This design comes from an exercise in tuning for small area and a short achievable clock period on the open sky130 flow, not from production work.

== amber ==
==> flow/design.v (excerpt) <==
module LDL_crc32_dn_check #(parameter NUM = 16)(
  input  [8*NUM -1:0]        data,  
  input  [$clog2(NUM) -1:0]  bnum,  
  input         valid,
  input         eof  ,
  output reg    err  ,
  input         rst_n,
  input         clk
);
Size in the first run: about 10000 µm² of cells after synthesis.
==> module crc_lanes, before the edit <==
module crc_lanes (input eof, input [3:0] bnum, output [15:1] en, output [15:1] dis);
wire [3:0] b = bnum;
wire q, p, nb3, w10, w21, w210, x10;
crc_fn_q  u_q  (.b(b), .e(eof), .y(q));           
crc_fn_p  u_p  (.b(b), .e(eof), .y(p));           
crc_fn_or2 u_w10 (.a(b[1]), .b(b[0]), .y(w10));
crc_fn_or2 u_w21 (.a(b[2]), .b(b[1]), .y(w21));
crc_fn_or3 u_w210 (.a(b[2]), .b(b[1]), .c(b[0]), .y(w210));
crc_fn_a21o u_x10 (.a1(b[1]), .a2(b[0]), .b1(b[2]), .y(x10));
crc_fn_nor3  u_d1  (.a(p), .b(b[2]), .c(b[1]), .y(dis[1]));
crc_fn_a211oi u_d2 (.a1(b[1]), .a2(b[0]), .b1(b[2]), .c1(p), .y(dis[2]));
crc_fn_nor2  u_d3  (.a(p), .b(b[2]), .y(dis[3]));
crc_fn_a21oi u_d4  (.a1(b[2]), .a2(w10), .b1(p), .y(dis[4]));
crc_fn_a21oi u_d5  (.a1(b[2]), .a2(b[1]), .b1(p), .y(dis[5]));
crc_fn_a31oi u_d6  (.a1(b[2]), .a2(b[1]), .a3(b[0]), .b1(p), .y(dis[6]));
crc_fn_d7    u_d7  (.b(b), .e(eof), .y(dis[7]));   
crc_fn_a21oi u_d8  (.a1(b[3]), .a2(w210), .b1(q), .y(dis[8]));
crc_fn_a21oi u_d9  (.a1(b[3]), .a2(w21), .b1(q), .y(dis[9]));
crc_fn_a21oi u_d10 (.a1(b[3]), .a2(x10), .b1(q), .y(dis[10]));
crc_fn_a21oi u_d11 (.a1(b[3]), .a2(b[2]), .b1(q), .y(dis[11]));
crc_fn_a31oi u_d12 (.a1(b[3]), .a2(b[2]), .a3(w10), .b1(q), .y(dis[12]));
crc_fn_a31oi u_d13 (.a1(b[3]), .a2(b[2]), .a3(b[1]), .b1(q), .y(dis[13]));
crc_fn_a41oi u_d14 (.a1(b[3]), .a2(b[2]), .a3(b[1]), .a4(b[0]), .b1(q), .y(dis[14]));
crc_fn_d15   u_d15 (.b(b), .e(eof), .y(dis[15]));  
wire q2, p2;
crc_fn_q  u_q2 (.b(b), .e(eof), .y(q2));
crc_fn_p  u_p2 (.b(b), .e(eof), .y(p2));
crc_fn_or3 u_e1 (.a(p2), .b(b[2]), .c(b[1]), .y(en[1]));
crc_fn_a211o u_e2 (.a1(b[1]), .a2(b[0]), .b1(b[2]), .c1(p2), .y(en[2]));
crc_fn_or2 u_e3 (.a(p2), .b(b[2]), .y(en[3]));
crc_fn_a21o u_e4 (.a1(b[2]), .a2(w10), .b1(p2), .y(en[4]));
crc_fn_a21o u_e5 (.a1(b[2]), .a2(b[1]), .b1(p2), .y(en[5]));
crc_fn_a31o u_e6 (.a1(b[2]), .a2(b[1]), .a3(b[0]), .b1(p2), .y(en[6]));
crc_fn_p u_e7 (.b(b), .e(eof), .y(en[7]));
crc_fn_a21o u_e8 (.a1(b[3]), .a2(w210), .b1(q2), .y(en[8]));
crc_fn_a21o u_e9 (.a1(b[3]), .a2(w21), .b1(q2), .y(en[9]));
crc_fn_a21o u_e10 (.a1(b[3]), .a2(x10), .b1(q2), .y(en[10]));
crc_fn_a21o u_e11 (.a1(b[3]), .a2(b[2]), .b1(q2), .y(en[11]));
crc_fn_a31o u_e12 (.a1(b[3]), .a2(b[2]), .a3(w10), .b1(q2), .y(en[12]));
crc_fn_a31o u_e13 (.a1(b[3]), .a2(b[2]), .a3(b[1]), .b1(q2), .y(en[13]));
crc_fn_a41o u_e14 (.a1(b[3]), .a2(b[2]), .a3(b[1]), .a4(b[0]), .b1(q2), .y(en[14]));
crc_fn_q u_e15 (.b(b), .e(eof), .y(en[15]));
endmodule
==> module crc_fn_a211o, before the edit <==
module crc_fn_a211o (input a1, input a2, input b1, input c1, output y);
assign y = (a1 & a2) | b1 | c1;
endmodule
==> module crc_fn_a31o, before the edit <==
module crc_fn_a31o (input a1, input a2, input a3, input b1, output y);
assign y = (a1 & a2 & a3) | b1;
endmodule
==> module crc_fn_a41o, before the edit <==
module crc_fn_a41o (input a1, input a2, input a3, input a4, input b1, output y);
assign y = (a1 & a2 & a3 & a4) | b1;
endmodule
Settings: LEC_CHECK=0, ABC_CLOCK_PERIOD_IN_PS=1500, CAP_MARGIN=20, CORE_MARGIN=2, CORE_UTILIZATION=50, PLACE_DENSITY=0.75, SLEW_MARGIN=20, SYNTH_HIERARCHICAL=1, SYNTH_MINIMUM_KEEP_SIZE=0; clock period 24.0 ns.
standard.sh (not shown) runs the stock make flow with config.mk's settings and CLKGATE_MAP_FILE= SYNTH_SCRIPT=/design/flow/synth_recipe.tcl, a recipe that flattens the netlist after the stock synthesis.
==> flow/flow/run.sh <==
#!/bin/bash
# Layout: the standard ORFS flow (standard.sh) with the standard synthesis, and these
# changes to how the rest of the layout is made:
#  - port buffers are sky130_fd_sc_hd__buf_1 cells (buffer_ports -buffer_cell) instead of
#    the delay-buffer cells buffer_ports picks by default;
#  - after synthesis, the delay cells (clkdlybuf4s*, dlygate*, dlymetal*) join the
#    platform's DONT_USE_CELLS, so placement and repair do not use them;
set -euo pipefail
bash standard.sh synth > make_synth.log 2>&1
export BUFFER_PORTS_ARGS="-buffer_cell sky130_fd_sc_hd__buf_1"
DU="sky130_fd_sc_hd__probe_p_8 sky130_fd_sc_hd__probec_p_8 sky130_fd_sc_hd__lpflow_bleeder_1 sky130_fd_sc_hd__lpflow_clkbufkapwr_1 sky130_fd_sc_hd__lpflow_clkbufkapwr_16 sky130_fd_sc_hd__lpflow_clkbufkapwr_2 sky130_fd_sc_hd__lpflow_clkbufkapwr_4 sky130_fd_sc_hd__lpflow_clkbufkapwr_8 sky130_fd_sc_hd__lpflow_clkinvkapwr_1 sky130_fd_sc_hd__lpflow_clkinvkapwr_16 sky130_fd_sc_hd__lpflow_clkinvkapwr_2 sky130_fd_sc_hd__lpflow_clkinvkapwr_4 sky130_fd_sc_hd__lpflow_clkinvkapwr_8 sky130_fd_sc_hd__lpflow_decapkapwr_12 sky130_fd_sc_hd__lpflow_decapkapwr_3 sky130_fd_sc_hd__lpflow_decapkapwr_4 sky130_fd_sc_hd__lpflow_decapkapwr_6 sky130_fd_sc_hd__lpflow_decapkapwr_8 sky130_fd_sc_hd__lpflow_inputiso0n_1 sky130_fd_sc_hd__lpflow_inputiso0p_1 sky130_fd_sc_hd__lpflow_inputiso1n_1 sky130_fd_sc_hd__lpflow_inputiso1p_1 sky130_fd_sc_hd__lpflow_inputisolatch_1 sky130_fd_sc_hd__lpflow_isobufsrc_1 sky130_fd_sc_hd__lpflow_isobufsrc_16 sky130_fd_sc_hd__lpflow_isobufsrc_2 sky130_fd_sc_hd__lpflow_isobufsrc_4 sky130_fd_sc_hd__lpflow_isobufsrc_8 sky130_fd_sc_hd__lpflow_isobufsrckapwr_16 sky130_fd_sc_hd__lpflow_lsbuf_lh_hl_isowell_tap_1 sky130_fd_sc_hd__lpflow_lsbuf_lh_hl_isowell_tap_2 sky130_fd_sc_hd__lpflow_lsbuf_lh_hl_isowell_tap_4 sky130_fd_sc_hd__lpflow_lsbuf_lh_isowell_4 sky130_fd_sc_hd__lpflow_lsbuf_lh_isowell_tap_1 sky130_fd_sc_hd__lpflow_lsbuf_lh_isowell_tap_2 sky130_fd_sc_hd__lpflow_lsbuf_lh_isowell_tap_4"
DU="$DU sky130_fd_sc_hd__clkdlybuf4s15_1 sky130_fd_sc_hd__clkdlybuf4s15_2 sky130_fd_sc_hd__clkdlybuf4s18_1 sky130_fd_sc_hd__clkdlybuf4s18_2 sky130_fd_sc_hd__clkdlybuf4s25_1 sky130_fd_sc_hd__clkdlybuf4s25_2 sky130_fd_sc_hd__clkdlybuf4s50_1 sky130_fd_sc_hd__clkdlybuf4s50_2 sky130_fd_sc_hd__dlygate4sd1_1 sky130_fd_sc_hd__dlygate4sd2_1 sky130_fd_sc_hd__dlygate4sd3_1 sky130_fd_sc_hd__dlymetal6s2s_1 sky130_fd_sc_hd__dlymetal6s4s_1 sky130_fd_sc_hd__dlymetal6s6s_1"
bash standard.sh "DONT_USE_CELLS=$DU" SETUP_SLACK_MARGIN=14 finish > make_finish.log 2>&1
#### Input delta (xenon over amber)
--- a/flow/design.v
+++ b/flow/design.v
@@ -1372,26 +1372,23 @@
 crc_fn_a31oi u_d12 (.a1(b[3]), .a2(b[2]), .a3(w10), .b1(q), .y(dis[12]));
 crc_fn_a31oi u_d13 (.a1(b[3]), .a2(b[2]), .a3(b[1]), .b1(q), .y(dis[13]));
 crc_fn_a41oi u_d14 (.a1(b[3]), .a2(b[2]), .a3(b[1]), .a4(b[0]), .b1(q), .y(dis[14]));
 crc_fn_d15   u_d15 (.b(b), .e(eof), .y(dis[15]));  
-wire q2, p2;
-crc_fn_q  u_q2 (.b(b), .e(eof), .y(q2));
-crc_fn_p  u_p2 (.b(b), .e(eof), .y(p2));
-crc_fn_or3 u_e1 (.a(p2), .b(b[2]), .c(b[1]), .y(en[1]));
-crc_fn_a211o u_e2 (.a1(b[1]), .a2(b[0]), .b1(b[2]), .c1(p2), .y(en[2]));
-crc_fn_or2 u_e3 (.a(p2), .b(b[2]), .y(en[3]));
-crc_fn_a21o u_e4 (.a1(b[2]), .a2(w10), .b1(p2), .y(en[4]));
-crc_fn_a21o u_e5 (.a1(b[2]), .a2(b[1]), .b1(p2), .y(en[5]));
-crc_fn_a31o u_e6 (.a1(b[2]), .a2(b[1]), .a3(b[0]), .b1(p2), .y(en[6]));
-crc_fn_p u_e7 (.b(b), .e(eof), .y(en[7]));
-crc_fn_a21o u_e8 (.a1(b[3]), .a2(w210), .b1(q2), .y(en[8]));
-crc_fn_a21o u_e9 (.a1(b[3]), .a2(w21), .b1(q2), .y(en[9]));
-crc_fn_a21o u_e10 (.a1(b[3]), .a2(x10), .b1(q2), .y(en[10]));
-crc_fn_a21o u_e11 (.a1(b[3]), .a2(b[2]), .b1(q2), .y(en[11]));
-crc_fn_a31o u_e12 (.a1(b[3]), .a2(b[2]), .a3(w10), .b1(q2), .y(en[12]));
-crc_fn_a31o u_e13 (.a1(b[3]), .a2(b[2]), .a3(b[1]), .b1(q2), .y(en[13]));
-crc_fn_a41o u_e14 (.a1(b[3]), .a2(b[2]), .a3(b[1]), .a4(b[0]), .b1(q2), .y(en[14]));
-crc_fn_q u_e15 (.b(b), .e(eof), .y(en[15]));
+crc_fn_inv u_e1 (.a(dis[1]), .y(en[1]));
+crc_fn_inv u_e2 (.a(dis[2]), .y(en[2]));
+crc_fn_inv u_e3 (.a(dis[3]), .y(en[3]));
+crc_fn_inv u_e4 (.a(dis[4]), .y(en[4]));
+crc_fn_inv u_e5 (.a(dis[5]), .y(en[5]));
+crc_fn_inv u_e6 (.a(dis[6]), .y(en[6]));
+crc_fn_inv u_e7 (.a(dis[7]), .y(en[7]));
+crc_fn_inv u_e8 (.a(dis[8]), .y(en[8]));
+crc_fn_inv u_e9 (.a(dis[9]), .y(en[9]));
+crc_fn_inv u_e10 (.a(dis[10]), .y(en[10]));
+crc_fn_inv u_e11 (.a(dis[11]), .y(en[11]));
+crc_fn_inv u_e12 (.a(dis[12]), .y(en[12]));
+crc_fn_inv u_e13 (.a(dis[13]), .y(en[13]));
+crc_fn_inv u_e14 (.a(dis[14]), .y(en[14]));
+crc_fn_inv u_e15 (.a(dis[15]), .y(en[15]));
 endmodule
 module crc_fn_q (input [3:0] b, input e, output y);
 assign y = ~(e & (b[3] | b[2] | b[1] | b[0]));
 endmodule
@@ -1430,16 +1427,10 @@
 endmodule
 module crc_fn_a211oi (input a1, input a2, input b1, input c1, output y);
 assign y = ~((a1 & a2) | b1 | c1);
 endmodule
-module crc_fn_a211o (input a1, input a2, input b1, input c1, output y);
-assign y = (a1 & a2) | b1 | c1;
-endmodule
-module crc_fn_a31o (input a1, input a2, input a3, input b1, output y);
-assign y = (a1 & a2 & a3) | b1;
-endmodule
-module crc_fn_a41o (input a1, input a2, input a3, input a4, input b1, output y);
-assign y = (a1 & a2 & a3 & a4) | b1;
+module crc_fn_inv (input a, output y);
+assign y = ~a;
 endmodule
 module crc_nand2 (input a, input b, output y);
 assign y = ~(a & b);
 endmodule
--- outcome ---
The final reports for xenon and amber show worst setup slack higher in the former.
Of xenon and amber, it is xenon that has the lower final clock period utilization by the worst path.
Every stage of the flow completed for xenon, and the final layout passed the timing, design-rule and antenna checks.
Cmp xenon and amber / post-route core utilization / higher: amber
Per the comparison of xenon with amber, post-CTS setup-driven buffer insertion count went down by 6.
When xenon is set beside amber, its weighted congestion at the end of routability-driven global placement turns out to be 3.5% smaller.
Delta(non-clock inverter instance count of the final layout, xenon - amber) > 0
When the final numbers for xenon and amber were put side by side, the area growth from synthesis to layout turned out to be smaller in xenon.
Routed wire in xenon totals less than in amber.
| number of nets in the layout | xenon vs amber | about 0.7% lower |
xenon and amber ended up with nearly the same number of tap cells inserted.
Function was not checked in any run of this note: the RTL went through the layout flow alone.

what the ideal ports hide:
The flow's constraints put no driver on any port. The routed layouts listed below were extracted and timed again, unchanged, in two steps.
Step 1 sets driving cells, clkbuf_16 on the clock port and buf_2 on the other inputs (assumed; they add their load-dependent delay and slew).
Step 2 times the ports against the registers' clock, not the clock port: input delays grow and output delays shrink by t, the midpoint of the rising clock arrivals with the driver on.
Slacks: ideal / step 1 / step 2; pairs: ideal / step 1.
| run | shift t [ns] | setup slack, ns | worst setup path after step 2 | worst register clock-pin slew, ns |
|---|---|---|---|---|
| amber | 0.312 | 13.958 / 13.970 / 13.658 | input to register | 0.05 / 0.05 |
| xenon | 0.306 | 14.001 / 14.011 / 13.705 | input to register | 0.05 / 0.05 |
After both steps setup and hold are still met in every run listed. For amber, which loses most, drivers alone change the setup slack by +0.012 ns; drivers and shift together by -0.300 ns.
